This is an optimization exercise on Yosys and OpenROAD, whose aim is small area, not a production implementation. Where RTL was checked, it was by simulation tests only, not by an equivalence proof against the original. The RTL of run 1 was laid out without a check of its function. Power figures rest on the tool's default switching activity, not on a simulated workload.

## design/flow/design.v

```verilog
module	Reset_Delay( input iCLK, input iRST_N, input iWrap, output reg oRESET);
reg	[2:0]	Cont;
always@(posedge iCLK or negedge iRST_N)
begin
	if(!iRST_N)
	begin
		Cont	<=	3'd0;
		oRESET	<=	1'b0;
	end
	else if(!oRESET && iWrap)
	begin
		Cont	<=	Cont + 1'b1;
		if(Cont[2])
			oRESET	<=	1'b1;
	end
end
endmodule
module LCD_Controller (
input [7:0] iDATA,
input iRS,
input iStart,
output reg oDone,
input iCLK,iRST_N,
output [7:0] LCD_DATA,
output LCD_RW,
output LCD_EN,
output LCD_RS	);
reg		[4:0]	Cont;
reg		preStart;
wire	rise = iStart & ~preStart;
assign	LCD_DATA	=	iDATA;
assign	LCD_RW		=	1'b0;
assign	LCD_RS		=	iRS;
assign	LCD_EN		=	Cont[4] | (&Cont[3:1]);
always@(posedge iCLK or negedge iRST_N)
begin
	if(!iRST_N)
	begin
		oDone	<=	1'b0;
		preStart<=	1'b0;
		Cont	<=	5'd0;
	end
	else
	begin
		preStart<=	iStart;
		if(Cont != 5'd0)
			Cont	<=	Cont + 1'b1;
		else if(rise)
			Cont	<=	5'd12;
		if(&Cont)
			oDone	<=	1'b1;
		else if(rise)
			oDone	<=	1'b0;
	end
end
endmodule
module    LCD_TEST (
	input rst, Pulse,
	input [1:0]Kind,
	input [4:0]Qn,
  input iCLK,iRST_N,
  output oWrap,
  output [7:0]     LCD_DATA,
  output LCD_RW,LCD_EN,LCD_RS
);
reg    [5:0]    LUT_INDEX;
wire   [8:0]    LUT_DATA;
reg    [1:0]    mLCD_ST;
reg    [9:0]    mDLY;
reg    [7:0]    mLCD_DATA;
reg        mLCD_RS;
wire        mLCD_Done;
wire        mLCD_Start = (mLCD_ST == 2'd1);
wire        run = ~(LUT_INDEX[5] & LUT_INDEX[4]);
wire   [9:0]    mDLY_next = {mDLY[8:0], mDLY[9] ^ mDLY[6]};
wire        dly_end = (mDLY == 10'h200);
assign oWrap = dly_end;
always@(posedge iCLK or negedge iRST_N)
begin
    if(!iRST_N)
    begin
        LUT_INDEX    <=    6'd10;
        mLCD_ST      <=    2'd0;
        mLCD_DATA    <=    8'd0;
        mLCD_RS      <=    1'b0;
    end
    else
    begin
        if(Pulse)
        begin
            LUT_INDEX    <=    6'd10;
            mLCD_ST      <=    2'd0;
            mLCD_DATA    <=    8'd0;
            mLCD_RS      <=    1'b0;
        end
        if(run)
        begin
            case(mLCD_ST)
            2'd0:    begin
                    mLCD_DATA    <=    LUT_DATA[7:0];
                    mLCD_RS      <=    LUT_DATA[8];
                    mLCD_ST      <=    2'd1;
                end
            2'd1:    if(mLCD_Done) mLCD_ST <= 2'd2;
            2'd2:    if(dly_end) mLCD_ST <= 2'd3;
            2'd3:    begin
                    LUT_INDEX    <=    LUT_INDEX + 1'b1;
                    mLCD_ST      <=    2'd0;
                end
            endcase
        end
    end
end
always@(posedge iCLK or negedge rst)
begin
    if(!rst)
        mDLY    <=    10'h240;
    else if(!iRST_N)
        mDLY    <=    mDLY_next;
    else
    begin
        if(Pulse)
            mDLY    <=    10'h001;
        if(run && mLCD_ST == 2'd2)
            mDLY    <=    mDLY_next;
    end
end
LCD_LUT lut(.idx(LUT_INDEX), .kind(Kind), .qn(Qn), .data(LUT_DATA));
LCD_Controller u0(
.iDATA(mLCD_DATA),
.iRS(mLCD_RS),
.iStart(mLCD_Start),
.oDone(mLCD_Done),
.iCLK(iCLK),
.iRST_N(iRST_N),
.LCD_DATA(LCD_DATA),
.LCD_RW(LCD_RW),
.LCD_EN(LCD_EN),
.LCD_RS(LCD_RS)    );
endmodule
module LCD_LUT(input [5:0] idx, input [1:0] kind, input [4:0] qn, output reg [8:0] data);
always @(*) begin
  if (idx[5]) begin
    data[8] = 1'b1;
    casez ({kind, qn, idx[3:0]})
      {2'b01, 5'b?????, 4'd0}: data[7:0] = 8'h20;
      {2'b01, 5'b?????, 4'd1}: data[7:0] = 8'h20;
      {2'b01, 5'b?????, 4'd2}: data[7:0] = 8'h20;
      {2'b01, 5'b?????, 4'd3}: data[7:0] = 8'h20;
      {2'b01, 5'b?????, 4'd4}: data[7:0] = 8'h20;
      {2'b01, 5'b?????, 4'd5}: data[7:0] = 8'h57;
      {2'b01, 5'b?????, 4'd6}: data[7:0] = 8'h72;
      {2'b01, 5'b?????, 4'd7}: data[7:0] = 8'h6F;
      {2'b01, 5'b?????, 4'd8}: data[7:0] = 8'h6E;
      {2'b01, 5'b?????, 4'd9}: data[7:0] = 8'h67;
      {2'b01, 5'b?????, 4'd10}: data[7:0] = 8'h21;
      {2'b01, 5'b?????, 4'd11}: data[7:0] = 8'h20;
      {2'b01, 5'b?????, 4'd12}: data[7:0] = 8'h20;
      {2'b01, 5'b?????, 4'd13}: data[7:0] = 8'h20;
      {2'b01, 5'b?????, 4'd14}: data[7:0] = 8'h20;
      {2'b01, 5'b?????, 4'd15}: data[7:0] = 8'h20;
      {2'b10, 5'b?????, 4'd0}: data[7:0] = 8'h20;
      {2'b10, 5'b?????, 4'd1}: data[7:0] = 8'h20;
      {2'b10, 5'b?????, 4'd2}: data[7:0] = 8'h20;
      {2'b10, 5'b?????, 4'd3}: data[7:0] = 8'h20;
      {2'b10, 5'b?????, 4'd4}: data[7:0] = 8'h43;
      {2'b10, 5'b?????, 4'd5}: data[7:0] = 8'h6F;
      {2'b10, 5'b?????, 4'd6}: data[7:0] = 8'h72;
      {2'b10, 5'b?????, 4'd7}: data[7:0] = 8'h72;
      {2'b10, 5'b?????, 4'd8}: data[7:0] = 8'h65;
      {2'b10, 5'b?????, 4'd9}: data[7:0] = 8'h63;
      {2'b10, 5'b?????, 4'd10}: data[7:0] = 8'h74;
      {2'b10, 5'b?????, 4'd11}: data[7:0] = 8'h21;
      {2'b10, 5'b?????, 4'd12}: data[7:0] = 8'h20;
      {2'b10, 5'b?????, 4'd13}: data[7:0] = 8'h20;
      {2'b10, 5'b?????, 4'd14}: data[7:0] = 8'h20;
      {2'b10, 5'b?????, 4'd15}: data[7:0] = 8'h20;
      {2'b11, 5'b?????, 4'd0}: data[7:0] = 8'h4E;
      {2'b11, 5'b?????, 4'd1}: data[7:0] = 8'h69;
      {2'b11, 5'b?????, 4'd2}: data[7:0] = 8'h63;
      {2'b11, 5'b?????, 4'd3}: data[7:0] = 8'h65;
      {2'b11, 5'b?????, 4'd4}: data[7:0] = 8'h20;
      {2'b11, 5'b?????, 4'd5}: data[7:0] = 8'h54;
      {2'b11, 5'b?????, 4'd6}: data[7:0] = 8'h6F;
      {2'b11, 5'b?????, 4'd7}: data[7:0] = 8'h20;
      {2'b11, 5'b?????, 4'd8}: data[7:0] = 8'h53;
      {2'b11, 5'b?????, 4'd9}: data[7:0] = 8'h65;
      {2'b11, 5'b?????, 4'd10}: data[7:0] = 8'h65;
      {2'b11, 5'b?????, 4'd11}: data[7:0] = 8'h20;
      {2'b11, 5'b?????, 4'd12}: data[7:0] = 8'h59;
      {2'b11, 5'b?????, 4'd13}: data[7:0] = 8'h6F;
      {2'b11, 5'b?????, 4'd14}: data[7:0] = 8'h75;
      {2'b11, 5'b?????, 4'd15}: data[7:0] = 8'h21;
      {2'b00, 5'd0, 4'd0}: data[7:0] = 8'h20;
      {2'b00, 5'd0, 4'd1}: data[7:0] = 8'h20;
      {2'b00, 5'd0, 4'd2}: data[7:0] = 8'h20;
      {2'b00, 5'd0, 4'd3}: data[7:0] = 8'h20;
      {2'b00, 5'd0, 4'd4}: data[7:0] = 8'h20;
      {2'b00, 5'd0, 4'd5}: data[7:0] = 8'h20;
      {2'b00, 5'd0, 4'd6}: data[7:0] = 8'h43;
      {2'b00, 5'd0, 4'd7}: data[7:0] = 8'h65;
      {2'b00, 5'd0, 4'd8}: data[7:0] = 8'h72;
      {2'b00, 5'd0, 4'd9}: data[7:0] = 8'h6F;
      {2'b00, 5'd0, 4'd10}: data[7:0] = 8'h3F;
      {2'b00, 5'd0, 4'd11}: data[7:0] = 8'h20;
      {2'b00, 5'd0, 4'd12}: data[7:0] = 8'h20;
      {2'b00, 5'd0, 4'd13}: data[7:0] = 8'h20;
      {2'b00, 5'd0, 4'd14}: data[7:0] = 8'h20;
      {2'b00, 5'd0, 4'd15}: data[7:0] = 8'h20;
      {2'b00, 5'd1, 4'd0}: data[7:0] = 8'h20;
      {2'b00, 5'd1, 4'd1}: data[7:0] = 8'h20;
      {2'b00, 5'd1, 4'd2}: data[7:0] = 8'h20;
      {2'b00, 5'd1, 4'd3}: data[7:0] = 8'h20;
      {2'b00, 5'd1, 4'd4}: data[7:0] = 8'h20;
      {2'b00, 5'd1, 4'd5}: data[7:0] = 8'h20;
      {2'b00, 5'd1, 4'd6}: data[7:0] = 8'h55;
      {2'b00, 5'd1, 4'd7}: data[7:0] = 8'h6E;
      {2'b00, 5'd1, 4'd8}: data[7:0] = 8'h6F;
      {2'b00, 5'd1, 4'd9}: data[7:0] = 8'h3F;
      {2'b00, 5'd1, 4'd10}: data[7:0] = 8'h20;
      {2'b00, 5'd1, 4'd11}: data[7:0] = 8'h20;
      {2'b00, 5'd1, 4'd12}: data[7:0] = 8'h20;
      {2'b00, 5'd1, 4'd13}: data[7:0] = 8'h20;
      {2'b00, 5'd1, 4'd14}: data[7:0] = 8'h20;
      {2'b00, 5'd1, 4'd15}: data[7:0] = 8'h20;
      {2'b00, 5'd2, 4'd0}: data[7:0] = 8'h20;
      {2'b00, 5'd2, 4'd1}: data[7:0] = 8'h20;
      {2'b00, 5'd2, 4'd2}: data[7:0] = 8'h20;
      {2'b00, 5'd2, 4'd3}: data[7:0] = 8'h20;
      {2'b00, 5'd2, 4'd4}: data[7:0] = 8'h20;
      {2'b00, 5'd2, 4'd5}: data[7:0] = 8'h20;
      {2'b00, 5'd2, 4'd6}: data[7:0] = 8'h44;
      {2'b00, 5'd2, 4'd7}: data[7:0] = 8'h6F;
      {2'b00, 5'd2, 4'd8}: data[7:0] = 8'h73;
      {2'b00, 5'd2, 4'd9}: data[7:0] = 8'h3F;
      {2'b00, 5'd2, 4'd10}: data[7:0] = 8'h20;
      {2'b00, 5'd2, 4'd11}: data[7:0] = 8'h20;
      {2'b00, 5'd2, 4'd12}: data[7:0] = 8'h20;
      {2'b00, 5'd2, 4'd13}: data[7:0] = 8'h20;
      {2'b00, 5'd2, 4'd14}: data[7:0] = 8'h20;
      {2'b00, 5'd2, 4'd15}: data[7:0] = 8'h20;
      {2'b00, 5'd3, 4'd0}: data[7:0] = 8'h20;
      {2'b00, 5'd3, 4'd1}: data[7:0] = 8'h20;
      {2'b00, 5'd3, 4'd2}: data[7:0] = 8'h20;
      {2'b00, 5'd3, 4'd3}: data[7:0] = 8'h20;
      {2'b00, 5'd3, 4'd4}: data[7:0] = 8'h20;
      {2'b00, 5'd3, 4'd5}: data[7:0] = 8'h54;
      {2'b00, 5'd3, 4'd6}: data[7:0] = 8'h72;
      {2'b00, 5'd3, 4'd7}: data[7:0] = 8'h65;
      {2'b00, 5'd3, 4'd8}: data[7:0] = 8'h73;
      {2'b00, 5'd3, 4'd9}: data[7:0] = 8'h3F;
      {2'b00, 5'd3, 4'd10}: data[7:0] = 8'h20;
      {2'b00, 5'd3, 4'd11}: data[7:0] = 8'h20;
      {2'b00, 5'd3, 4'd12}: data[7:0] = 8'h20;
      {2'b00, 5'd3, 4'd13}: data[7:0] = 8'h20;
      {2'b00, 5'd3, 4'd14}: data[7:0] = 8'h20;
      {2'b00, 5'd3, 4'd15}: data[7:0] = 8'h20;
      {2'b00, 5'd4, 4'd0}: data[7:0] = 8'h20;
      {2'b00, 5'd4, 4'd1}: data[7:0] = 8'h20;
      {2'b00, 5'd4, 4'd2}: data[7:0] = 8'h20;
      {2'b00, 5'd4, 4'd3}: data[7:0] = 8'h20;
      {2'b00, 5'd4, 4'd4}: data[7:0] = 8'h20;
      {2'b00, 5'd4, 4'd5}: data[7:0] = 8'h43;
      {2'b00, 5'd4, 4'd6}: data[7:0] = 8'h75;
      {2'b00, 5'd4, 4'd7}: data[7:0] = 8'h61;
      {2'b00, 5'd4, 4'd8}: data[7:0] = 8'h74;
      {2'b00, 5'd4, 4'd9}: data[7:0] = 8'h72;
      {2'b00, 5'd4, 4'd10}: data[7:0] = 8'h6F;
      {2'b00, 5'd4, 4'd11}: data[7:0] = 8'h3F;
      {2'b00, 5'd4, 4'd12}: data[7:0] = 8'h20;
      {2'b00, 5'd4, 4'd13}: data[7:0] = 8'h20;
      {2'b00, 5'd4, 4'd14}: data[7:0] = 8'h20;
      {2'b00, 5'd4, 4'd15}: data[7:0] = 8'h20;
      {2'b00, 5'd5, 4'd0}: data[7:0] = 8'h20;
      {2'b00, 5'd5, 4'd1}: data[7:0] = 8'h20;
      {2'b00, 5'd5, 4'd2}: data[7:0] = 8'h20;
      {2'b00, 5'd5, 4'd3}: data[7:0] = 8'h20;
      {2'b00, 5'd5, 4'd4}: data[7:0] = 8'h20;
      {2'b00, 5'd5, 4'd5}: data[7:0] = 8'h43;
      {2'b00, 5'd5, 4'd6}: data[7:0] = 8'h69;
      {2'b00, 5'd5, 4'd7}: data[7:0] = 8'h6E;
      {2'b00, 5'd5, 4'd8}: data[7:0] = 8'h63;
      {2'b00, 5'd5, 4'd9}: data[7:0] = 8'h6F;
      {2'b00, 5'd5, 4'd10}: data[7:0] = 8'h3F;
      {2'b00, 5'd5, 4'd11}: data[7:0] = 8'h20;
      {2'b00, 5'd5, 4'd12}: data[7:0] = 8'h20;
      {2'b00, 5'd5, 4'd13}: data[7:0] = 8'h20;
      {2'b00, 5'd5, 4'd14}: data[7:0] = 8'h20;
      {2'b00, 5'd5, 4'd15}: data[7:0] = 8'h20;
      {2'b00, 5'd6, 4'd0}: data[7:0] = 8'h20;
      {2'b00, 5'd6, 4'd1}: data[7:0] = 8'h20;
      {2'b00, 5'd6, 4'd2}: data[7:0] = 8'h20;
      {2'b00, 5'd6, 4'd3}: data[7:0] = 8'h20;
      {2'b00, 5'd6, 4'd4}: data[7:0] = 8'h20;
      {2'b00, 5'd6, 4'd5}: data[7:0] = 8'h20;
      {2'b00, 5'd6, 4'd6}: data[7:0] = 8'h53;
      {2'b00, 5'd6, 4'd7}: data[7:0] = 8'h65;
      {2'b00, 5'd6, 4'd8}: data[7:0] = 8'h69;
      {2'b00, 5'd6, 4'd9}: data[7:0] = 8'h73;
      {2'b00, 5'd6, 4'd10}: data[7:0] = 8'h3F;
      {2'b00, 5'd6, 4'd11}: data[7:0] = 8'h20;
      {2'b00, 5'd6, 4'd12}: data[7:0] = 8'h20;
      {2'b00, 5'd6, 4'd13}: data[7:0] = 8'h20;
      {2'b00, 5'd6, 4'd14}: data[7:0] = 8'h20;
      {2'b00, 5'd6, 4'd15}: data[7:0] = 8'h20;
      {2'b00, 5'd7, 4'd0}: data[7:0] = 8'h20;
      {2'b00, 5'd7, 4'd1}: data[7:0] = 8'h20;
      {2'b00, 5'd7, 4'd2}: data[7:0] = 8'h20;
      {2'b00, 5'd7, 4'd3}: data[7:0] = 8'h20;
      {2'b00, 5'd7, 4'd4}: data[7:0] = 8'h20;
      {2'b00, 5'd7, 4'd5}: data[7:0] = 8'h53;
      {2'b00, 5'd7, 4'd6}: data[7:0] = 8'h69;
      {2'b00, 5'd7, 4'd7}: data[7:0] = 8'h65;
      {2'b00, 5'd7, 4'd8}: data[7:0] = 8'h74;
      {2'b00, 5'd7, 4'd9}: data[7:0] = 8'h65;
      {2'b00, 5'd7, 4'd10}: data[7:0] = 8'h3F;
      {2'b00, 5'd7, 4'd11}: data[7:0] = 8'h20;
      {2'b00, 5'd7, 4'd12}: data[7:0] = 8'h20;
      {2'b00, 5'd7, 4'd13}: data[7:0] = 8'h20;
      {2'b00, 5'd7, 4'd14}: data[7:0] = 8'h20;
      {2'b00, 5'd7, 4'd15}: data[7:0] = 8'h20;
      {2'b00, 5'd8, 4'd0}: data[7:0] = 8'h20;
      {2'b00, 5'd8, 4'd1}: data[7:0] = 8'h20;
      {2'b00, 5'd8, 4'd2}: data[7:0] = 8'h20;
      {2'b00, 5'd8, 4'd3}: data[7:0] = 8'h20;
      {2'b00, 5'd8, 4'd4}: data[7:0] = 8'h20;
      {2'b00, 5'd8, 4'd5}: data[7:0] = 8'h4F;
      {2'b00, 5'd8, 4'd6}: data[7:0] = 8'h63;
      {2'b00, 5'd8, 4'd7}: data[7:0] = 8'h68;
      {2'b00, 5'd8, 4'd8}: data[7:0] = 8'h6F;
      {2'b00, 5'd8, 4'd9}: data[7:0] = 8'h3F;
      {2'b00, 5'd8, 4'd10}: data[7:0] = 8'h20;
      {2'b00, 5'd8, 4'd11}: data[7:0] = 8'h20;
      {2'b00, 5'd8, 4'd12}: data[7:0] = 8'h20;
      {2'b00, 5'd8, 4'd13}: data[7:0] = 8'h20;
      {2'b00, 5'd8, 4'd14}: data[7:0] = 8'h20;
      {2'b00, 5'd8, 4'd15}: data[7:0] = 8'h20;
      {2'b00, 5'd9, 4'd0}: data[7:0] = 8'h20;
      {2'b00, 5'd9, 4'd1}: data[7:0] = 8'h20;
      {2'b00, 5'd9, 4'd2}: data[7:0] = 8'h20;
      {2'b00, 5'd9, 4'd3}: data[7:0] = 8'h20;
      {2'b00, 5'd9, 4'd4}: data[7:0] = 8'h20;
      {2'b00, 5'd9, 4'd5}: data[7:0] = 8'h4E;
      {2'b00, 5'd9, 4'd6}: data[7:0] = 8'h75;
      {2'b00, 5'd9, 4'd7}: data[7:0] = 8'h65;
      {2'b00, 5'd9, 4'd8}: data[7:0] = 8'h76;
      {2'b00, 5'd9, 4'd9}: data[7:0] = 8'h65;
      {2'b00, 5'd9, 4'd10}: data[7:0] = 8'h3F;
      {2'b00, 5'd9, 4'd11}: data[7:0] = 8'h20;
      {2'b00, 5'd9, 4'd12}: data[7:0] = 8'h20;
      {2'b00, 5'd9, 4'd13}: data[7:0] = 8'h20;
      {2'b00, 5'd9, 4'd14}: data[7:0] = 8'h20;
      {2'b00, 5'd9, 4'd15}: data[7:0] = 8'h20;
      {2'b00, 5'd10, 4'd0}: data[7:0] = 8'h20;
      {2'b00, 5'd10, 4'd1}: data[7:0] = 8'h20;
      {2'b00, 5'd10, 4'd2}: data[7:0] = 8'h20;
      {2'b00, 5'd10, 4'd3}: data[7:0] = 8'h20;
      {2'b00, 5'd10, 4'd4}: data[7:0] = 8'h20;
      {2'b00, 5'd10, 4'd5}: data[7:0] = 8'h44;
      {2'b00, 5'd10, 4'd6}: data[7:0] = 8'h69;
      {2'b00, 5'd10, 4'd7}: data[7:0] = 8'h65;
      {2'b00, 5'd10, 4'd8}: data[7:0] = 8'h7A;
      {2'b00, 5'd10, 4'd9}: data[7:0] = 8'h3F;
      {2'b00, 5'd10, 4'd10}: data[7:0] = 8'h20;
      {2'b00, 5'd10, 4'd11}: data[7:0] = 8'h20;
      {2'b00, 5'd10, 4'd12}: data[7:0] = 8'h20;
      {2'b00, 5'd10, 4'd13}: data[7:0] = 8'h20;
      {2'b00, 5'd10, 4'd14}: data[7:0] = 8'h20;
      {2'b00, 5'd10, 4'd15}: data[7:0] = 8'h20;
      {2'b00, 5'd11, 4'd0}: data[7:0] = 8'h20;
      {2'b00, 5'd11, 4'd1}: data[7:0] = 8'h20;
      {2'b00, 5'd11, 4'd2}: data[7:0] = 8'h20;
      {2'b00, 5'd11, 4'd3}: data[7:0] = 8'h20;
      {2'b00, 5'd11, 4'd4}: data[7:0] = 8'h20;
      {2'b00, 5'd11, 4'd5}: data[7:0] = 8'h4F;
      {2'b00, 5'd11, 4'd6}: data[7:0] = 8'h6E;
      {2'b00, 5'd11, 4'd7}: data[7:0] = 8'h63;
      {2'b00, 5'd11, 4'd8}: data[7:0] = 8'h65;
      {2'b00, 5'd11, 4'd9}: data[7:0] = 8'h3F;
      {2'b00, 5'd11, 4'd10}: data[7:0] = 8'h20;
      {2'b00, 5'd11, 4'd11}: data[7:0] = 8'h20;
      {2'b00, 5'd11, 4'd12}: data[7:0] = 8'h20;
      {2'b00, 5'd11, 4'd13}: data[7:0] = 8'h20;
      {2'b00, 5'd11, 4'd14}: data[7:0] = 8'h20;
      {2'b00, 5'd11, 4'd15}: data[7:0] = 8'h20;
      {2'b00, 5'd12, 4'd0}: data[7:0] = 8'h20;
      {2'b00, 5'd12, 4'd1}: data[7:0] = 8'h20;
      {2'b00, 5'd12, 4'd2}: data[7:0] = 8'h20;
      {2'b00, 5'd12, 4'd3}: data[7:0] = 8'h20;
      {2'b00, 5'd12, 4'd4}: data[7:0] = 8'h20;
      {2'b00, 5'd12, 4'd5}: data[7:0] = 8'h44;
      {2'b00, 5'd12, 4'd6}: data[7:0] = 8'h6F;
      {2'b00, 5'd12, 4'd7}: data[7:0] = 8'h63;
      {2'b00, 5'd12, 4'd8}: data[7:0] = 8'h65;
      {2'b00, 5'd12, 4'd9}: data[7:0] = 8'h3F;
      {2'b00, 5'd12, 4'd10}: data[7:0] = 8'h20;
      {2'b00, 5'd12, 4'd11}: data[7:0] = 8'h20;
      {2'b00, 5'd12, 4'd12}: data[7:0] = 8'h20;
      {2'b00, 5'd12, 4'd13}: data[7:0] = 8'h20;
      {2'b00, 5'd12, 4'd14}: data[7:0] = 8'h20;
      {2'b00, 5'd12, 4'd15}: data[7:0] = 8'h20;
      {2'b00, 5'd13, 4'd0}: data[7:0] = 8'h20;
      {2'b00, 5'd13, 4'd1}: data[7:0] = 8'h20;
      {2'b00, 5'd13, 4'd2}: data[7:0] = 8'h20;
      {2'b00, 5'd13, 4'd3}: data[7:0] = 8'h20;
      {2'b00, 5'd13, 4'd4}: data[7:0] = 8'h20;
      {2'b00, 5'd13, 4'd5}: data[7:0] = 8'h54;
      {2'b00, 5'd13, 4'd6}: data[7:0] = 8'h72;
      {2'b00, 5'd13, 4'd7}: data[7:0] = 8'h65;
      {2'b00, 5'd13, 4'd8}: data[7:0] = 8'h63;
      {2'b00, 5'd13, 4'd9}: data[7:0] = 8'h65;
      {2'b00, 5'd13, 4'd10}: data[7:0] = 8'h3F;
      {2'b00, 5'd13, 4'd11}: data[7:0] = 8'h20;
      {2'b00, 5'd13, 4'd12}: data[7:0] = 8'h20;
      {2'b00, 5'd13, 4'd13}: data[7:0] = 8'h20;
      {2'b00, 5'd13, 4'd14}: data[7:0] = 8'h20;
      {2'b00, 5'd13, 4'd15}: data[7:0] = 8'h20;
      {2'b00, 5'd14, 4'd0}: data[7:0] = 8'h20;
      {2'b00, 5'd14, 4'd1}: data[7:0] = 8'h20;
      {2'b00, 5'd14, 4'd2}: data[7:0] = 8'h20;
      {2'b00, 5'd14, 4'd3}: data[7:0] = 8'h20;
      {2'b00, 5'd14, 4'd4}: data[7:0] = 8'h43;
      {2'b00, 5'd14, 4'd5}: data[7:0] = 8'h61;
      {2'b00, 5'd14, 4'd6}: data[7:0] = 8'h74;
      {2'b00, 5'd14, 4'd7}: data[7:0] = 8'h6F;
      {2'b00, 5'd14, 4'd8}: data[7:0] = 8'h72;
      {2'b00, 5'd14, 4'd9}: data[7:0] = 8'h63;
      {2'b00, 5'd14, 4'd10}: data[7:0] = 8'h65;
      {2'b00, 5'd14, 4'd11}: data[7:0] = 8'h3F;
      {2'b00, 5'd14, 4'd12}: data[7:0] = 8'h20;
      {2'b00, 5'd14, 4'd13}: data[7:0] = 8'h20;
      {2'b00, 5'd14, 4'd14}: data[7:0] = 8'h20;
      {2'b00, 5'd14, 4'd15}: data[7:0] = 8'h20;
      {2'b00, 5'd15, 4'd0}: data[7:0] = 8'h20;
      {2'b00, 5'd15, 4'd1}: data[7:0] = 8'h20;
      {2'b00, 5'd15, 4'd2}: data[7:0] = 8'h20;
      {2'b00, 5'd15, 4'd3}: data[7:0] = 8'h20;
      {2'b00, 5'd15, 4'd4}: data[7:0] = 8'h51;
      {2'b00, 5'd15, 4'd5}: data[7:0] = 8'h75;
      {2'b00, 5'd15, 4'd6}: data[7:0] = 8'h69;
      {2'b00, 5'd15, 4'd7}: data[7:0] = 8'h6E;
      {2'b00, 5'd15, 4'd8}: data[7:0] = 8'h63;
      {2'b00, 5'd15, 4'd9}: data[7:0] = 8'h65;
      {2'b00, 5'd15, 4'd10}: data[7:0] = 8'h3F;
      {2'b00, 5'd15, 4'd11}: data[7:0] = 8'h20;
      {2'b00, 5'd15, 4'd12}: data[7:0] = 8'h20;
      {2'b00, 5'd15, 4'd13}: data[7:0] = 8'h20;
      {2'b00, 5'd15, 4'd14}: data[7:0] = 8'h20;
      {2'b00, 5'd15, 4'd15}: data[7:0] = 8'h20;
      {2'b00, 5'd16, 4'd0}: data[7:0] = 8'h20;
      {2'b00, 5'd16, 4'd1}: data[7:0] = 8'h20;
      {2'b00, 5'd16, 4'd2}: data[7:0] = 8'h20;
      {2'b00, 5'd16, 4'd3}: data[7:0] = 8'h20;
      {2'b00, 5'd16, 4'd4}: data[7:0] = 8'h56;
      {2'b00, 5'd16, 4'd5}: data[7:0] = 8'h65;
      {2'b00, 5'd16, 4'd6}: data[7:0] = 8'h69;
      {2'b00, 5'd16, 4'd7}: data[7:0] = 8'h6E;
      {2'b00, 5'd16, 4'd8}: data[7:0] = 8'h74;
      {2'b00, 5'd16, 4'd9}: data[7:0] = 8'h65;
      {2'b00, 5'd16, 4'd10}: data[7:0] = 8'h3F;
      {2'b00, 5'd16, 4'd11}: data[7:0] = 8'h20;
      {2'b00, 5'd16, 4'd12}: data[7:0] = 8'h20;
      {2'b00, 5'd16, 4'd13}: data[7:0] = 8'h20;
      {2'b00, 5'd16, 4'd14}: data[7:0] = 8'h20;
      {2'b00, 5'd16, 4'd15}: data[7:0] = 8'h20;
      {2'b00, 5'd17, 4'd0}: data[7:0] = 8'h20;
      {2'b00, 5'd17, 4'd1}: data[7:0] = 8'h20;
      {2'b00, 5'd17, 4'd2}: data[7:0] = 8'h20;
      {2'b00, 5'd17, 4'd3}: data[7:0] = 8'h54;
      {2'b00, 5'd17, 4'd4}: data[7:0] = 8'h72;
      {2'b00, 5'd17, 4'd5}: data[7:0] = 8'h65;
      {2'b00, 5'd17, 4'd6}: data[7:0] = 8'h69;
      {2'b00, 5'd17, 4'd7}: data[7:0] = 8'h6E;
      {2'b00, 5'd17, 4'd8}: data[7:0] = 8'h74;
      {2'b00, 5'd17, 4'd9}: data[7:0] = 8'h61;
      {2'b00, 5'd17, 4'd10}: data[7:0] = 8'h3F;
      {2'b00, 5'd17, 4'd11}: data[7:0] = 8'h20;
      {2'b00, 5'd17, 4'd12}: data[7:0] = 8'h20;
      {2'b00, 5'd17, 4'd13}: data[7:0] = 8'h20;
      {2'b00, 5'd17, 4'd14}: data[7:0] = 8'h20;
      {2'b00, 5'd17, 4'd15}: data[7:0] = 8'h20;
      {2'b00, 5'd18, 4'd0}: data[7:0] = 8'h20;
      {2'b00, 5'd18, 4'd1}: data[7:0] = 8'h20;
      {2'b00, 5'd18, 4'd2}: data[7:0] = 8'h20;
      {2'b00, 5'd18, 4'd3}: data[7:0] = 8'h20;
      {2'b00, 5'd18, 4'd4}: data[7:0] = 8'h43;
      {2'b00, 5'd18, 4'd5}: data[7:0] = 8'h61;
      {2'b00, 5'd18, 4'd6}: data[7:0] = 8'h75;
      {2'b00, 5'd18, 4'd7}: data[7:0] = 8'h72;
      {2'b00, 5'd18, 4'd8}: data[7:0] = 8'h65;
      {2'b00, 5'd18, 4'd9}: data[7:0] = 8'h6E;
      {2'b00, 5'd18, 4'd10}: data[7:0] = 8'h74;
      {2'b00, 5'd18, 4'd11}: data[7:0] = 8'h61;
      {2'b00, 5'd18, 4'd12}: data[7:0] = 8'h3F;
      {2'b00, 5'd18, 4'd13}: data[7:0] = 8'h20;
      {2'b00, 5'd18, 4'd14}: data[7:0] = 8'h20;
      {2'b00, 5'd18, 4'd15}: data[7:0] = 8'h20;
      {2'b00, 5'd19, 4'd0}: data[7:0] = 8'h20;
      {2'b00, 5'd19, 4'd1}: data[7:0] = 8'h20;
      {2'b00, 5'd19, 4'd2}: data[7:0] = 8'h20;
      {2'b00, 5'd19, 4'd3}: data[7:0] = 8'h43;
      {2'b00, 5'd19, 4'd4}: data[7:0] = 8'h69;
      {2'b00, 5'd19, 4'd5}: data[7:0] = 8'h6E;
      {2'b00, 5'd19, 4'd6}: data[7:0] = 8'h63;
      {2'b00, 5'd19, 4'd7}: data[7:0] = 8'h75;
      {2'b00, 5'd19, 4'd8}: data[7:0] = 8'h65;
      {2'b00, 5'd19, 4'd9}: data[7:0] = 8'h6E;
      {2'b00, 5'd19, 4'd10}: data[7:0] = 8'h74;
      {2'b00, 5'd19, 4'd11}: data[7:0] = 8'h61;
      {2'b00, 5'd19, 4'd12}: data[7:0] = 8'h3F;
      {2'b00, 5'd19, 4'd13}: data[7:0] = 8'h20;
      {2'b00, 5'd19, 4'd14}: data[7:0] = 8'h20;
      {2'b00, 5'd19, 4'd15}: data[7:0] = 8'h20;
      {2'b00, 5'd20, 4'd0}: data[7:0] = 8'h20;
      {2'b00, 5'd20, 4'd1}: data[7:0] = 8'h20;
      {2'b00, 5'd20, 4'd2}: data[7:0] = 8'h20;
      {2'b00, 5'd20, 4'd3}: data[7:0] = 8'h53;
      {2'b00, 5'd20, 4'd4}: data[7:0] = 8'h65;
      {2'b00, 5'd20, 4'd5}: data[7:0] = 8'h73;
      {2'b00, 5'd20, 4'd6}: data[7:0] = 8'h65;
      {2'b00, 5'd20, 4'd7}: data[7:0] = 8'h6E;
      {2'b00, 5'd20, 4'd8}: data[7:0] = 8'h74;
      {2'b00, 5'd20, 4'd9}: data[7:0] = 8'h61;
      {2'b00, 5'd20, 4'd10}: data[7:0] = 8'h3F;
      {2'b00, 5'd20, 4'd11}: data[7:0] = 8'h20;
      {2'b00, 5'd20, 4'd12}: data[7:0] = 8'h20;
      {2'b00, 5'd20, 4'd13}: data[7:0] = 8'h20;
      {2'b00, 5'd20, 4'd14}: data[7:0] = 8'h20;
      {2'b00, 5'd20, 4'd15}: data[7:0] = 8'h20;
      {2'b00, 5'd21, 4'd0}: data[7:0] = 8'h20;
      {2'b00, 5'd21, 4'd1}: data[7:0] = 8'h20;
      {2'b00, 5'd21, 4'd2}: data[7:0] = 8'h20;
      {2'b00, 5'd21, 4'd3}: data[7:0] = 8'h53;
      {2'b00, 5'd21, 4'd4}: data[7:0] = 8'h65;
      {2'b00, 5'd21, 4'd5}: data[7:0] = 8'h74;
      {2'b00, 5'd21, 4'd6}: data[7:0] = 8'h65;
      {2'b00, 5'd21, 4'd7}: data[7:0] = 8'h6E;
      {2'b00, 5'd21, 4'd8}: data[7:0] = 8'h74;
      {2'b00, 5'd21, 4'd9}: data[7:0] = 8'h61;
      {2'b00, 5'd21, 4'd10}: data[7:0] = 8'h3F;
      {2'b00, 5'd21, 4'd11}: data[7:0] = 8'h20;
      {2'b00, 5'd21, 4'd12}: data[7:0] = 8'h20;
      {2'b00, 5'd21, 4'd13}: data[7:0] = 8'h20;
      {2'b00, 5'd21, 4'd14}: data[7:0] = 8'h20;
      {2'b00, 5'd21, 4'd15}: data[7:0] = 8'h20;
      {2'b00, 5'd22, 4'd0}: data[7:0] = 8'h20;
      {2'b00, 5'd22, 4'd1}: data[7:0] = 8'h20;
      {2'b00, 5'd22, 4'd2}: data[7:0] = 8'h20;
      {2'b00, 5'd22, 4'd3}: data[7:0] = 8'h20;
      {2'b00, 5'd22, 4'd4}: data[7:0] = 8'h20;
      {2'b00, 5'd22, 4'd5}: data[7:0] = 8'h4F;
      {2'b00, 5'd22, 4'd6}: data[7:0] = 8'h63;
      {2'b00, 5'd22, 4'd7}: data[7:0] = 8'h68;
      {2'b00, 5'd22, 4'd8}: data[7:0] = 8'h65;
      {2'b00, 5'd22, 4'd9}: data[7:0] = 8'h6E;
      {2'b00, 5'd22, 4'd10}: data[7:0] = 8'h74;
      {2'b00, 5'd22, 4'd11}: data[7:0] = 8'h61;
      {2'b00, 5'd22, 4'd12}: data[7:0] = 8'h3F;
      {2'b00, 5'd22, 4'd13}: data[7:0] = 8'h20;
      {2'b00, 5'd22, 4'd14}: data[7:0] = 8'h20;
      {2'b00, 5'd22, 4'd15}: data[7:0] = 8'h20;
      {2'b00, 5'd23, 4'd0}: data[7:0] = 8'h20;
      {2'b00, 5'd23, 4'd1}: data[7:0] = 8'h20;
      {2'b00, 5'd23, 4'd2}: data[7:0] = 8'h20;
      {2'b00, 5'd23, 4'd3}: data[7:0] = 8'h20;
      {2'b00, 5'd23, 4'd4}: data[7:0] = 8'h20;
      {2'b00, 5'd23, 4'd5}: data[7:0] = 8'h4E;
      {2'b00, 5'd23, 4'd6}: data[7:0] = 8'h6F;
      {2'b00, 5'd23, 4'd7}: data[7:0] = 8'h76;
      {2'b00, 5'd23, 4'd8}: data[7:0] = 8'h65;
      {2'b00, 5'd23, 4'd9}: data[7:0] = 8'h6E;
      {2'b00, 5'd23, 4'd10}: data[7:0] = 8'h74;
      {2'b00, 5'd23, 4'd11}: data[7:0] = 8'h61;
      {2'b00, 5'd23, 4'd12}: data[7:0] = 8'h3F;
      {2'b00, 5'd23, 4'd13}: data[7:0] = 8'h20;
      {2'b00, 5'd23, 4'd14}: data[7:0] = 8'h20;
      {2'b00, 5'd23, 4'd15}: data[7:0] = 8'h20;
      default: data[7:0] = 8'h20;
    endcase
  end else begin
    case (idx[4:0])
      5'd10: data = 9'h038;
      5'd11: data = 9'h00C;
      5'd12: data = 9'h001;
      5'd13: data = 9'h006;
      5'd14: data = 9'h080;
      5'd15: data = 9'h153;
      5'd16: data = 9'h170;
      5'd17: data = 9'h161;
      5'd18: data = 9'h16E;
      5'd19: data = 9'h169;
      5'd20: data = 9'h173;
      5'd21: data = 9'h168;
      5'd22: data = 9'h13E;
      5'd23: data = 9'h145;
      5'd24: data = 9'h16E;
      5'd25: data = 9'h167;
      5'd26: data = 9'h16C;
      5'd27: data = 9'h169;
      5'd28: data = 9'h173;
      5'd29: data = 9'h168;
      5'd30: data = 9'h120;
      5'd31: data = 9'h0C0;
      default: data = 9'h038;
    endcase
  end
end
endmodule
module lcdlab1(
	input rst,
  input CLOCK_50,
  output LCD_ON,	 
  output LCD_RW,	 
  output LCD_EN,	 
  output LCD_RS,	 
  output [7:0] LCD_DATA,	 
  input [1:0] Kind,
  input [4:0] Qn,
  input Pulse
);
wire DLY_RST;
wire DLY_WRAP;
Reset_Delay r0(.iCLK(CLOCK_50), .iRST_N(rst), .iWrap(DLY_WRAP), .oRESET(DLY_RST));
assign	LCD_ON		=	1'b1;
LCD_TEST u1(
	.rst(rst),
	.Pulse(Pulse),
	.Kind(Kind),
	.Qn(Qn),
   .iCLK(CLOCK_50),
   .iRST_N(DLY_RST),
   .oWrap(DLY_WRAP),
   .LCD_DATA(LCD_DATA),
   .LCD_RW(LCD_RW),
   .LCD_EN(LCD_EN),
   .LCD_RS(LCD_RS)
);
endmodule
module FinalProject(answer, submit, clk, rst, redOut, greenOut, LCD_ON, LCD_RW, LCD_EN, LCD_RS, LCD_DATA);
output LCD_ON;	 
output LCD_RW;	 
output LCD_EN;	 
output LCD_RS;	 
output [7:0] LCD_DATA;	 
input [10:0] answer;
input submit, clk, rst;
output redOut, greenOut;
localparam	Start   = 3'd0,
		pulseS  = 3'd1,
		Q       = 3'd2,
		check   = 3'd3,
		wrong   = 3'd4,
		correct = 3'd5,
		pulseW  = 3'd6,
		pulseC  = 3'd7;
localparam	K_Q       = 2'b00,
		K_WRONG   = 2'b01,
		K_CORRECT = 2'b10,
		K_START   = 2'b11;
reg [2:0] S;
reg [4:0] q;
reg Pulse;
reg Match;	 
reg [1:0] Kind;
assign greenOut = Kind[1] & ~Kind[0];
assign redOut = Kind[0] & ~Kind[1];
wire [10:0] SWO;
debounce_DE2_SW deb(clk, rst, answer, SWO);
reg [10:0] Key;
always @(*)
begin
	case (q)
	5'd0:  Key = 11'b00000000001;
	5'd1:  Key = 11'b00000000010;
	5'd2:  Key = 11'b00000000100;
	5'd3:  Key = 11'b00000001000;
	5'd4:  Key = 11'b00000010000;
	5'd5:  Key = 11'b00000100000;
	5'd6:  Key = 11'b00001000000;
	5'd7:  Key = 11'b00010000000;
	5'd8:  Key = 11'b00100000000;
	5'd9:  Key = 11'b01000000000;
	5'd10: Key = 11'b10000000000;
	5'd11: Key = 11'b10000000010;
	5'd12: Key = 11'b10000000100;
	5'd13: Key = 11'b10000001000;
	5'd14: Key = 11'b10000010000;
	5'd15: Key = 11'b10000100000;
	5'd16: Key = 11'b00000000101;
	5'd17: Key = 11'b00000001001;
	5'd18: Key = 11'b00000010001;
	5'd19: Key = 11'b00000100001;
	5'd20: Key = 11'b00001000001;
	5'd21: Key = 11'b00010000001;
	5'd22: Key = 11'b00100000001;
	default: Key = 11'b01000000001;
	endcase
end
always @ (posedge clk or negedge rst)
begin
	if (rst == 1'b0)
	begin
		S <= Start;
		q <= 5'd0;
		Pulse <= 1'b1;
		Match <= 1'b0;
		Kind <= K_START;
	end
	else
	begin
		case (S)
		Start:
		begin
			Kind <= K_START;
			Pulse <= 1'b0;
			if (submit) S <= pulseS;
		end
		pulseS:
		begin
			Pulse <= 1'b1;
			if (!submit) S <= Q;
		end
		Q:
		begin
			Pulse <= 1'b0;
			Match <= (SWO == Key);
			Kind <= K_Q;
			if (submit) S <= check;
		end
		check:
		begin
			Pulse <= 1'b1;
			if (!submit) S <= Q;
			else if (Match) S <= correct;
			else S <= wrong;
		end
		wrong:
		begin
			Kind <= K_WRONG;
			Pulse <= 1'b0;
			if (!submit) S <= pulseW;
		end
		correct:
		begin
			Kind <= K_CORRECT;
			Pulse <= 1'b0;
			if (!submit) S <= pulseC;
		end
		pulseW:
		begin
			Pulse <= 1'b1;
			S <= Q;
		end
		pulseC:
		begin
			Pulse <= 1'b1;
			if (q == 5'd23)
			begin
				q <= 5'd0;
				S <= Start;
			end
			else
			begin
				q <= q + 1'b1;
				S <= Q;
			end
		end
		endcase
	end
end
lcdlab1 info(
	.rst(rst),
  .CLOCK_50(clk),
  .LCD_ON(LCD_ON),
  .LCD_RW(LCD_RW),
  .LCD_EN(LCD_EN),
  .LCD_RS(LCD_RS),
  .LCD_DATA(LCD_DATA),
  .Kind(Kind),
  .Qn(q),
  .Pulse(Pulse)
);
endmodule
module debounce_DE2_SW (clk, rst_n, answer, SWO);
input rst_n, clk;
input [10:0]answer;
output [10:0]SWO;
wire [10:0]SWO;
debouncer sw0(clk, rst_n, answer[0], SWO[0]);
debouncer sw1(clk, rst_n, answer[1], SWO[1]);
debouncer sw2(clk, rst_n, answer[2], SWO[2]);
debouncer sw3(clk, rst_n, answer[3], SWO[3]);
debouncer sw4(clk, rst_n, answer[4], SWO[4]);
debouncer sw5(clk, rst_n, answer[5], SWO[5]);
debouncer sw6(clk, rst_n, answer[6], SWO[6]);
debouncer sw7(clk, rst_n, answer[7], SWO[7]);
debouncer sw8(clk, rst_n, answer[8], SWO[8]);
debouncer sw9(clk, rst_n, answer[9], SWO[9]);
debouncer sw10(clk, rst_n, answer[10], SWO[10]);
endmodule
module debouncer (clk, rst_n, noisy, clean);
input rst_n, clk, noisy;
output clean;
reg lvl;
reg [12:0] cnt;
wire low0 = ~|cnt[10:0];
wire settled = low0 & ~cnt[11];
wire fresh = settled & cnt[12];
wire last = low0 & cnt[11] & ~cnt[12];
wire fb = (cnt[12] ^ cnt[3] ^ cnt[2] ^ cnt[0]) & ~settled;
assign clean = lvl ^ fresh;
always @ (posedge clk or negedge rst_n)
begin
	if (rst_n == 1'b0)
	begin
		lvl <= 1'b0;
		cnt <= 13'd0;
	end
	else
	begin
		if (settled & (noisy ^ lvl))
			cnt <= 13'h0B1C;
		else
			cnt <= {cnt[11:0], fb};
		if (last)
			lvl <= ~lvl;
	end
end
endmodule
```

## design/flow/flow/run.sh

```bash
#!/bin/bash
# Own layout flow: the standard ORFS flow (standard.sh), with two
# changes: synthesis maps the logic with an area-oriented ABC script
# (flow/abc_area.script, in a copy of ORFS's scripts folder), and clock tree
# synthesis uses fewer, larger clusters and no dummy loads.
set -euo pipefail
W=$PWD
rm -rf "$W/scr"
cp -r "$FLOW_HOME/scripts" "$W/scr"
cp "$W/flow/abc_area.script" "$W/scr/abc_area.script"
CTS="$(cat "$W/flow/cts_args.txt")"
bash "$W/standard.sh" SCRIPTS_DIR="$W/scr" ABC_AREA=1 "CTS_ARGS=$CTS" finish > "$W/orfs_make.log" 2>&1
```

## design/flow/flow/abc_area.script

```
strash
&get -n
&deepsyn -T 30
&dch
&nf -R 1000
&put
topo
```

## design/flow/config.mk

```make
export PLATFORM = sky130hd
export DESIGN_NAME = FinalProject
export DESIGN_NICKNAME = FinalProject
export VERILOG_FILES = /design/flow/design.v
export SDC_FILE = /design/flow/constraint.sdc
export NUM_CORES = 4
export LEC_CHECK = 0
export CAP_MARGIN = 20
export CORE_MARGIN = 2
export CORE_UTILIZATION = 40
export SLEW_MARGIN = 20
```

## design/flow/constraint.sdc

```tcl
create_clock -name core_clock -period 10.0 [get_ports {clk}]
set_input_delay 2.0000 -clock core_clock [delete_from_list [all_inputs] [get_ports {clk}]]
set_output_delay 2.0000 -clock core_clock [all_outputs]
set_load 0.01 [all_outputs]
```

## design/flow/standard.sh

```bash
#!/bin/bash
# synth_recipe.tcl (not shown) runs the flow's synth.tcl, then flattens the netlist and writes it again
# the make line also repeats each setting of config.mk as NAME=value (left out here)
make -C /OpenROAD-flow-scripts/flow DESIGN_CONFIG=/design/flow/config.mk WORK_HOME=/design/flow/orfs CLKGATE_MAP_FILE= SYNTH_SCRIPT=/design/flow/synth_recipe.tcl "${@:-finish}"
```

## design/flow/flow/cts_args.txt

```
-sink_clustering_enable -repair_clock_nets -dont_use_dummy_load -buf_list sky130_fd_sc_hd__clkbuf_8 -sink_clustering_size 20 -sink_clustering_max_diameter 60
```

==> reports/results.ini, run 1 <==
[clock_tree]
postCtsHoldBufs=0
cts_setup_buffers=0
clk_latency_ns=0.54
clk_pin_slew_ns=0.10
clkSinkCount=204
post_cts_resize_count=0
cts_buffers=18
cts_root_buf=clkbuf_8
htree_levels=1
clockBufferDepth=3
cts_tree=yes

[floorplan]
core_region_area_mm2=0.0233
io_pins=28
die_area_mm2=0.0247
die_y_um=157
die-width_um=157
initial_core_util_pct=40.3
num_rows=56

[synth]
ys_warn_count=6
synthCells=937
synth.distinct_cells=57
yosysMostFrequentCell=dfrtp_1
post_synth.cell_area_avg_um2=10.0
async_reset_ff_share_pct=100
synth_nets=970
synth_edf_count=0
synthTopCellsByCount=197 x dfrtp_1, 93 x nor2_1, 77 x nand2_1, 75 x nand2b_1, 66 x buf_1
yosys.area.top_type=dfrtp_1
yosys-top-cells-area=dfrtp_1 53%, nand2b_1 5.0%, xnor2_1 4.6%
synth_ff_type=dfrtp_1
ys_ff_latch=204
yosysTopAreaCellShare_pct=52.6
syn_area_mm2=0.00938
ys_seq_area_share_pct=54.5

[sta]
worst_hold_slack_ns=0.241
max_slew_margin_pct=37.8
finalCriticalPeriod_ns=4.35
clock.fmax_mhz=230
tns_ns=0
hold_viol_final=0
post-route-period-util_pct=43.5
tightest_slew_ns=0.933
finalMaxSlewViolations=0
rsz0062_at_grt=no
clock_skew_ns=0.0488
setup_viol=0

[drt]
wl_um=20900
drtIter0Drc=747
drtAntennaViolNets=0
wl_per_cell_um=16.9
vias=6639
firstDrtPassIters=6
drc=0
via_per_inst=5.36

[placement]
port_buffers=25
post-dp-hpwl_um=14700
placed_cell_area_mm2=0.00982
place_congestion=0.961

[setup_path]
end_kind=output pin
crit_type=reg -> out
worstPathRequired_ns=8.00
cp-start-kind=flip-flop
path_max_fanout=14
cp.arrival_ns=2.35

[grt]
grt-ovfl-total=0
gr-usage-all-layers_pct=17.5
grt_pass1_vias=6578
grt_pass1_wl_um=34900
antenna_found_initial=0
grt_max_degree=109

[layout]
n_antenna_cell=0
finalInstanceArea_mm2=0.0101
synthToLayoutAreaGrowth_pct=7.34
drive_gt1_share_pct=3.59
layout.nets=954

[power_and_ir_drop]
power.density_mw_per_mm2=287
total_power_w=0.00289
p_leak_nw=4.22
vdd_drop_max_uv=92.9

[min_path]
min_path_type=reg -> async

[job]
maxCapViolations=0

[run_status]
status=finished clean

-- worst paths after layout --
path	startpoint	end	slack, ns	cells past startpoint
setup / recovery	Kind[0]	redOut	5.65	2
hold reg to reg	info.r0.oRESET	info.u1.LUT_INDEX[0]	0.24	1
setup reg to reg	q[2]	info.u1.mLCD_DATA[2]	6.03	11
hold / removal	info.r0.oRESET	info.u1.LUT_INDEX[0]	0.24	1
max in group asynchronous	rst	deb.sw3.cnt[10]	6.94	2
min in group core_clock	deb.sw10.cnt[5]	deb.sw10.cnt[6]	0.36	0
-- final cells by class --
cell class | count | area, um2
inverters | 17 | 63.8
flip-flops and latches | 204 | 5110
fillers | 2270 | 13200
multi-input cells | 648 | 3940
clock buffers | 18 | 248
repair buffers | 32 | 304
well taps | 319 | 399
-- metrics by stage --
step | util [%] | instances | setup slack (ns)
final | 43.3 | 1238 | 5.65
after global routing | 43.3 | 1238 | 5.52
after CTS | 43.3 | 1238 | 5.61
after detailed placement | 42.2 | 1220 | 6.22
after global placement | 42.2 | 1220 | 6.24
after floorplan | - | 937 | 6.86
-- registers in the layout (all words and copies together) (netlist names), 6 cells and up --
name	count
deb.sw0.cnt	13
deb.sw1.cnt	13
deb.sw10.cnt	13
deb.sw2.cnt	13
deb.sw3.cnt	13
deb.sw4.cnt	13
deb.sw5.cnt	13
deb.sw6.cnt	13
deb.sw7.cnt	13
deb.sw8.cnt	13
deb.sw9.cnt	13
info.u1.mDLY	10
info.u1.mLCD_DATA	8
info.u1.LUT_INDEX	6
-- power breakdown --
group	leakage [nW]	internal, W	switching (W)	total, W
Sequential	2.47	0.00120	0.000295	0.00149
Clock	0.129	0.000162	0.000254	0.000415
Combinational	1.62	0.000450	0.000531	0.000980
-- cell usage in the layout, fill, tap and decap left out, types with 11 or more instances in the layout --
cell type / instances
nor3_1: 31
nand3_1: 41
a31oi_1: 11
a21oi_1: 41
nor4_1: 28
xor2_1: 28
clkinv_1: 17
clkbuf_8: 18
nand2_1: 77
nor2_1: 93
clkdlybuf4s50_1: 24
ha_1: 19
dfrtp_1: 197
nand2b_1: 75
xnor2_1: 49
nor3b_1: 12
a22o_1: 13
o21ai_0: 37
-- layer usage --
metal	part of all wire, %	global-route usage [%]	vias to the layer above
met5	0	0	-
met4	3.8	6.97	0
met3	5.9	2.86	60
met2	44	25.8	234
met1	47	25.8	3177
li1	-	-	3168
-- logic make-up after synthesis --
family | count (synthesis) | synth area share, %
muxes | 3 | 0.347
and+or+nand+nor | 391 | 20.8
buffers and inverters | 85 | 3.48
other | 2 | 0.0801
adders and majority gates | 19 | 2.54
DFF | 204 | 54.5
AOI/OAI and AO/OA | 156 | 11.0
xor gates and xnor gates | 77 | 7.19
-- worst max-delay path, stage by stage (launching register included) --
cell and delay (ns):
dfstp_2 0.68, nor2b_1 0.49, clkdlybuf4s50_1 0.65
==> run 2: changes to the inputs <==
--- a/design/flow/design.v
+++ b/design/flow/design.v
@@ -29,4 +29,6 @@
 reg		preStart;
 wire	rise = iStart & ~preStart;
+always@(posedge iCLK)
+	preStart	<=	iStart;
 assign	LCD_DATA	=	iDATA;
 assign	LCD_RW		=	1'b0;
@@ -38,10 +40,8 @@
 	begin
 		oDone	<=	1'b0;
-		preStart<=	1'b0;
 		Cont	<=	5'd0;
 	end
 	else
 	begin
-		preStart<=	iStart;
 		if(Cont != 5'd0)
 			Cont	<=	Cont + 1'b1;
@@ -704,5 +704,4 @@
 		q <= 5'd0;
 		Pulse <= 1'b1;
-		Match <= 1'b0;
 		Kind <= K_START;
 	end
@@ -724,5 +723,4 @@
 		begin
 			Pulse <= 1'b0;
-			Match <= (SWO == Key);
 			Kind <= K_Q;
 			if (submit) S <= check;
@@ -769,4 +767,9 @@
 	end
 end
+always @ (posedge clk)
+begin
+	if (S == Q)
+		Match <= (SWO == Key);
+end
 lcdlab1 info(
 	.rst(rst),
@@ -808,5 +811,5 @@
 wire fresh = settled & cnt[12];
 wire last = low0 & cnt[11] & ~cnt[12];
-wire fb = (cnt[12] ^ cnt[3] ^ cnt[2] ^ cnt[0]) & ~settled;
+wire fb = cnt[12] ^ cnt[10] ^ cnt[3] ^ (cnt[8] & cnt[0]);
 assign clean = lvl ^ fresh;
 always @ (posedge clk or negedge rst_n)
@@ -819,8 +822,5 @@
 	else
 	begin
-		if (settled & (noisy ^ lvl))
-			cnt <= 13'h0B1C;
-		else
-			cnt <= {cnt[11:0], fb};
+		cnt <= {cnt[11:0], settled ? (noisy ^ lvl) : fb};
 		if (last)
 			lvl <= ~lvl;
--- a/design/flow/flow/run.sh
+++ b/design/flow/flow/run.sh
@@ -10,3 +10,5 @@
 cp "$W/flow/abc_area.script" "$W/scr/abc_area.script"
 CTS="$(cat "$W/flow/cts_args.txt")"
-bash "$W/standard.sh" SCRIPTS_DIR="$W/scr" ABC_AREA=1 "CTS_ARGS=$CTS" finish > "$W/orfs_make.log" 2>&1
+EXTRA=()
+if [[ -f "$W/flow/buffer_ports_args.txt" ]]; then EXTRA+=("BUFFER_PORTS_ARGS=$(cat "$W/flow/buffer_ports_args.txt")"); fi
+bash "$W/standard.sh" SCRIPTS_DIR="$W/scr" ABC_AREA=1 "CTS_ARGS=$CTS" "${EXTRA[@]}" finish > "$W/orfs_make.log" 2>&1
==> reports/results.ini, run 2 <==
[placement]
post-dp-hpwl_um=14500
place_congestion=0.993
place_inst=1127
port_buffers=25

[setup_path]
crit_path_top_delay_cell=dfstp_2
timing.rr.start=q[2]
reg2reg_slack_ns=6.03
end_kind=output pin
crit_type=reg -> out
cp.arrival_ns=2.16
critical_path.top_delay_family=buffers and inverters
crit_chain=nand2b_1 -> clkinv_1 -> clkdlybuf4s50_1
worstPathRequired_ns=8.00
r2r_end=info.u1.mLCD_DATA[0]
critPathMaxStageDelay_ns=0.67
reg2regPathDepth=12
path_buf_inv=2
cp-start-kind=flip-flop
path_max_fanout=11

[synth]
synth_nets=853
syn_area_mm2=0.00876
yosys-top-cells-area=dfrtp_1 56%, xnor2_1 4.5%, nand2_1 3.6%
synthCells=820
synth_edf_count=1
ys_ff_latch=204
yosysTopAreaCellShare_pct=55.7
synth.distinct_cells=52
synth_ff_type=dfrtp_1
synthTopCellsByCount=195 x dfrtp_1, 85 x nand2_1, 81 x nor2_1, 58 x a21oi_1, 45 x xnor2_1
async_reset_ff_share_pct=99.0
yosysMostFrequentCell=dfrtp_1
ys_seq_area_share_pct=58.4
yosys.area.top_type=dfrtp_1
post_synth.cell_area_avg_um2=10.7
ys_warn_count=6

[layout]
mostFrequentLayoutCell=dfrtp_1
layout_common_cells=194 x dfrtp_1, 85 x nand2_1, 81 x nor2_1, 58 x a21oi_1, 45 x xnor2_1
synthToLayoutAreaGrowth_pct=9.89
drive_gt1_share_pct=3.58
stdcell_count=1145
layout.nets=900
n_antenna_cell=0
fillers=2096

[floorplan]
initial_core_util_pct=40.5
die_y_um=152
num_rows=54
core_region_area_mm2=0.0216
die_area_mm2=0.0231
die-width_um=152
io_pins=28

[sta]
setup_viol=0
clock.fmax_mhz=241
clock_skew_ns=0.0841
max_slew_margin_pct=37.2
post-route-period-util_pct=41.6
tns_ns=0
tightest_slew_ns=0.943
finalCriticalPeriod_ns=4.16
rsz0062_at_grt=no
hold_viol_final=0
finalMaxSlewViolations=0

[power_and_ir_drop]
p_leak_nw=3.83
power.density_mw_per_mm2=195
vdd_drop_max_uv=80.9

[clock_tree]
cts_root_buf=clkbuf_8
cts_buffers=18
cts_setup_buffers=0
cts_tree=yes
clockBufferDepth=3
clk_latency_ns=0.54
postCtsHoldBufs=0
clkSinkCount=204
htree_levels=1
clk_pin_slew_ns=0.11
post_cts_resize_count=0

[drt]
drtIter0Drc=689
firstDrtPassIters=7
wl_um=20200
vias=6370
wl_per_cell_um=17.7
drtAntennaViolNets=0
via_per_inst=5.56
drc=0

[job]
maxCapViolations=0

[run_status]
status=finished clean

[grt]
gr-usage-all-layers_pct=17.7
antenna_found_initial=0
grt_pass1_wl_um=33800
grt_max_degree=78
grt_pass1_vias=6314
grt-ovfl-total=0

[min_path]
min_path_type=reg -> async

==> run 2: cell types whose count changed in the layout (fill, tap and decap cells not counted), sizes merged, moves of 8 or more <==
cell / before / now
a21oi: 41 / 58
nand2: 77 / 85
nand2b: 75 / 6
nor2: 93 / 81
nor3b: 12 / 2
or3: 4 / 18
==> run 2: cells by family after synthesis <==
| logic type | share of synthesized area (%) |
|---|---|
| muxes | 0.372 |
| adders and majority gates | 2.72 |
| xor gates and xnor gates | 7.40 |
| AOI/OAI and AO/OA | 12.4 |
| other | 0.0858 |
| and+or+nand+nor | 17.6 |
| DFF | 58.4 |
| buffers and inverters | 0.986 |
==> run 2: metrics by stage <==
stage | util, % | area (um2) | hold slack (ns) | power, W | worst slack (ns)
2_1_floorplan | - | 8760 | 0.314 | 0.00128 | 7.10
3_3_place_gp | 43.4 | 9370 | 0.356 | 0.00148 | 6.04
3_5_place_dp | 43.4 | 9370 | 0.361 | 0.00148 | 6.04
4_1_cts | 44.5 | 9620 | 0.342 | 0.00190 | 5.84
5_1_grt | 44.5 | 9620 | 0.352 | 0.00201 | 5.72
6_report | 44.5 | 9620 | 0.301 | 0.00188 | 5.84
==> run 2: area by class of cell <==
type                    count  area (um2)  area share, %
multi-input cells         595        3560           37.0
well taps                 280         350           3.64
flip-flops and latches    204        5110           53.2
clock buffers              18         248           2.57
repair buffers             29         282           2.93
inverters                  19        71.3          0.741
==> run 2: how the worst max path moves through the flow <==
stage                     startpoint              endpoint  slack (ns)  cells past startpoint
after detailed placement         rst       deb.sw1.cnt[11]        6.04                      3
after global placement           rst       deb.sw1.cnt[11]        6.04                      3
after floorplan                 q[4]  info.u1.mLCD_DATA[0]        7.10                     12
after global routing            q[2]  info.u1.mLCD_DATA[0]        5.72                     12
final                        Kind[0]              greenOut        5.84                      3
after CTS                    Kind[0]              greenOut        5.84                      3
==> run 2: routing by layer <==
metal	global-route usage (%)	wire (um)
met5	0	0
met4	6.68	733
met3	2.94	1130
met2	26.7	8930
met1	25.8	9450
==> run 2: worst reg2reg max path, stage by stage, from the launching register on <==
cell and delay [ns]:
dfrtp_1 0.90, nor2_1 0.29, a22o_1 0.29, nand2_1 0.25, a21oi_1 0.10, o21ai_0 0.16
nor4b_1 0.52, clkinv_1 0.14, nor2_1 0.26, o2111ai_1 0.20, nor4_1 0.32, nand3_1 0.11
a32o_1 0.24
==> run 2: where the power goes <==
part	internal (W)	switching (W)
clock network	0.000162	0.000248
logic	0.000182	0.000327
registers	0.000885	0.0000739
==> run 3: changes to the inputs <==
==> design/flow/flow/buffer_ports_args.txt (new file) <==
-buffer_cell sky130_fd_sc_hd__buf_1
==> design/flow/flow/cts_args.txt (replaced) <==
-sink_clustering_enable -repair_clock_nets -dont_use_dummy_load -buf_list {sky130_fd_sc_hd__clkbuf_4 sky130_fd_sc_hd__clkbuf_8} -sink_clustering_size 12 -sink_clustering_max_diameter 50
==> reports/results.ini, run 3 <==
[synth]
synth.distinct_cells=52
yosysTopAreaCellShare_pct=55.7
async_reset_ff_share_pct=99.0
synth_edf_count=1
post_synth.cell_area_avg_um2=10.7
yosys.area.top_type=dfrtp_1
yosysMostFrequentCell=dfrtp_1
synthTopCellsByCount=195 x dfrtp_1, 85 x nand2_1, 81 x nor2_1, 58 x a21oi_1, 45 x xnor2_1
synth_nets=853
synthCells=820
ys_warn_count=6
ys_ff_latch=204
yosys-top-cells-area=dfrtp_1 56%, xnor2_1 4.5%, nand2_1 3.6%
synth_ff_type=dfrtp_1
syn_area_mm2=0.00876
ys_seq_area_share_pct=58.4

[layout]
layout.nets=907
n_antenna_cell=0
layout_common_cells=194 x dfrtp_1, 85 x nand2_1, 81 x nor2_1, 58 x a21oi_1, 45 x xnor2_1
synthToLayoutAreaGrowth_pct=9.30
mostFrequentLayoutCell=dfrtp_1
drive_gt1_share_pct=4.36
fillers=2070

[setup_path]
crit_type=reg -> reg
worstPathRequired_ns=10.39
crit_path_top_delay_cell=dfrtp_1
cp-start-kind=flip-flop
critical_path.top_delay_family=simple AND/OR/NAND/NOR gates
path_buf_inv=1
critPathMaxStageDelay_ns=0.83
path_max_fanout=25
crit_top_cell=nor2_1
cp.arrival_ns=4.49
crit_chain=nor2_1 -> a22o_1 -> nand2_1 -> a21oi_1 -> o21ai_0 -> nor4b_1 -> clkinv_1 -> nor2_1 -> o2111ai_1 -> nor4_1 -> nand3_1 -> a32o_1
end_kind=flip-flop
reg2reg_slack_ns=5.90

[drt]
drc=0
drtIter0Drc=571
vias=6425
drtAntennaViolNets=0
via_per_inst=5.58
firstDrtPassIters=6
wl_per_cell_um=17.1
wl_um=19700

[sta]
tightest_slew_ns=0.843
post-route-period-util_pct=41.0
finalCriticalPeriod_ns=4.10
max_slew_margin_pct=43.0
clock.fmax_mhz=244
hold_viol_final=0
setup_viol=0
worst_hold_slack_ns=0.259
rsz0062_at_grt=no
finalMaxSlewViolations=0
tns_ns=0
clock_skew_ns=0.0473

[grt]
antenna_found_initial=0
grt_pass1_wl_um=32600
grt_pass1_vias=6217
gr-usage-all-layers_pct=17.0
grt_max_degree=68
grt-ovfl-total=0

[power_and_ir_drop]
total_power_w=0.00193
p_clk_share_pct=25.7
pwr-share-comb_pct=24.6
vdd_drop_max_uv=81.8
p_leak_nw=3.82
swShare_pct=34.2
power.density_mw_per_mm2=202
internal-power_w=0.00127
p_sw_w=0.000661
p_seq_share_pct=49.7

[clock_tree]
cts_tree=yes
clk_latency_ns=0.54
postCtsHoldBufs=0
post_cts_resize_count=0
cts_buffers=26
clockBufferDepth=3
cts_setup_buffers=0
clk_pin_slew_ns=0.06
cts_root_buf=clkbuf_8
htree_levels=1
clkSinkCount=204

[placement]
place_congestion=0.961
post-dp-hpwl_um=14000
port_buffers=25

[floorplan]
die_y_um=152
die-width_um=152
die_area_mm2=0.0231
initial_core_util_pct=40.5
core_region_area_mm2=0.0216
num_rows=54
io_pins=28

[min_path]
min_path_type=reg -> async

[run_status]
status=finished clean

[job]
maxCapViolations=0

-- run 3: path summary, 6_finish.rpt --
check	startpoint	to	cells after the start
min in group core_clock	deb.sw8.cnt[11]	deb.sw8.cnt[12]	0
worst min-delay path	info.r0.oRESET	info.u1.mLCD_ST[1]	0
max in group asynchronous	rst	deb.sw3.cnt[12]	3
worst min register to register	info.r0.oRESET	info.u1.mLCD_ST[1]	0
worst max register to register	q[4]	info.u1.mLCD_DATA[0]	12
worst max-delay path	q[4]	info.u1.mLCD_DATA[0]	12
-- run 3: logic make-up (layout without fill, tap and decap cells) --
kind of cell / count (synthesis) / in the layout / synth area share (%)
and+or+nand+nor: 324 / 324 / 17.6
DFF: 204 / 204 / 58.4
AOI/OAI and AO/OA: 173 / 173 / 12.4
xor gates and xnor gates: 74 / 74 / 7.40
buffers and inverters: 21 / 73 / 0.986
adders and majority gates: 19 / 19 / 2.72
muxes: 3 / 3 / 0.372
other: 2 / 2 / 0.0858
-- run 3: routing by layer --
metal | part of all wire (%) | routed length [um] | track usage (%) | vias to the layer above
met2 | 44 | 8700 | 25.2 | 211
met5 | 0 | 0 | 0 | -
met4 | 3.2 | 631 | 5.92 | 0
met3 | 5.6 | 1110 | 2.88 | 48
met1 | 47 | 9290 | 25.3 | 3104
li1 | - | - | - | 3062
-- run 3: metrics by stage --
| stage | utilization (%) | cells | cell area [um2] | setup slack, ns |
|---|---|---|---|---|
| after floorplan | - | 820 | 8760 | 7.10 |
| after global placement | 42.6 | 1126 | 9210 | 5.81 |
| after detailed placement | 42.6 | 1126 | 9210 | 5.78 |
| after CTS | 44.3 | 1152 | 9570 | 6.11 |
| after global routing | 44.3 | 1152 | 9570 | 5.82 |
| final | 44.3 | 1152 | 9570 | 5.90 |
-- run 3: final cells by class --
| class | instances | area, um2 | share of cell area, % |
|---|---|---|---|
| flip-flops and latches | 204 | 5110 | 53.4 |
| multi-input cells | 595 | 3560 | 37.2 |
| clock buffers | 26 | 358 | 3.74 |
| well taps | 280 | 350 | 3.66 |
| repair buffers | 28 | 120 | 1.26 |
| inverters | 19 | 71.3 | 0.745 |
-- run 3: power by group through the flow --
| stage | clock, W | combinational (W) | sequential [W] |
|---|---|---|---|
| 3_5_place_dp | 0 | 0.000468 | 0.000973 |
| 5_1_grt | 0.000551 | 0.000528 | 0.000969 |
| 2_1_floorplan | 0 | 0.000320 | 0.000957 |
| 6_report | 0.000497 | 0.000474 | 0.000959 |
| 4_1_cts | 0.000518 | 0.000470 | 0.000957 |
| 3_3_place_gp | 0 | 0.000471 | 0.000972 |
-- run 3: worst register-to-register path, stage by stage, from the launching register on --
cell and delay (ns):
dfrtp_1 0.83, nor2_1 0.23, a22o_1 0.32, nand2_1 0.24, a21oi_1 0.12, o21ai_0 0.16, nor4b_1 0.70, clkinv_1 0.17
nor2_1 0.23, o2111ai_1 0.18, nor4_1 0.37, nand3_1 0.13, a32o_1 0.26

-- what the ideal ports hide --
How much do the figures lean on ideal ports? The routed layouts below were timed once more, with nothing changed but the port constraints.
Step 1 (the two cells are an assumption about what drives the block):
set clk [get_ports {clk}]
set_driving_cell -lib_cell sky130_fd_sc_hd__clkbuf_16 $clk
set_driving_cell -lib_cell sky130_fd_sc_hd__buf_2 [delete_from_list [all_inputs] $clk]
Step 2, shift: input delay + t, output delay - t, t = (earliest + latest rising clock arrival at the registers) / 2. This alone moves slack from input paths to output paths.
a / b / c = no drivers / after step 1 / after step 2; a / b = the first two.
| run | t (ns) | setup slack, ns | hold WS [ns] | worst register clock-pin slew, ns |
|---|---|---|---|---|
| run 1 | 0.554 | 5.651 / 5.613 / 6.028 | 0.241 / 0.241 / 0.241 | 0.11 / 0.11 |
| run 2 | 0.533 | 5.844 / 5.807 / 6.026 | 0.301 / 0.301 / 0.301 | 0.11 / 0.11 |
| run 3 | 0.554 | 5.900 / 5.900 / 5.900 | 0.259 / 0.259 / 0.259 | 0.09 / 0.09 |
After both steps setup and hold are still met in every run listed.
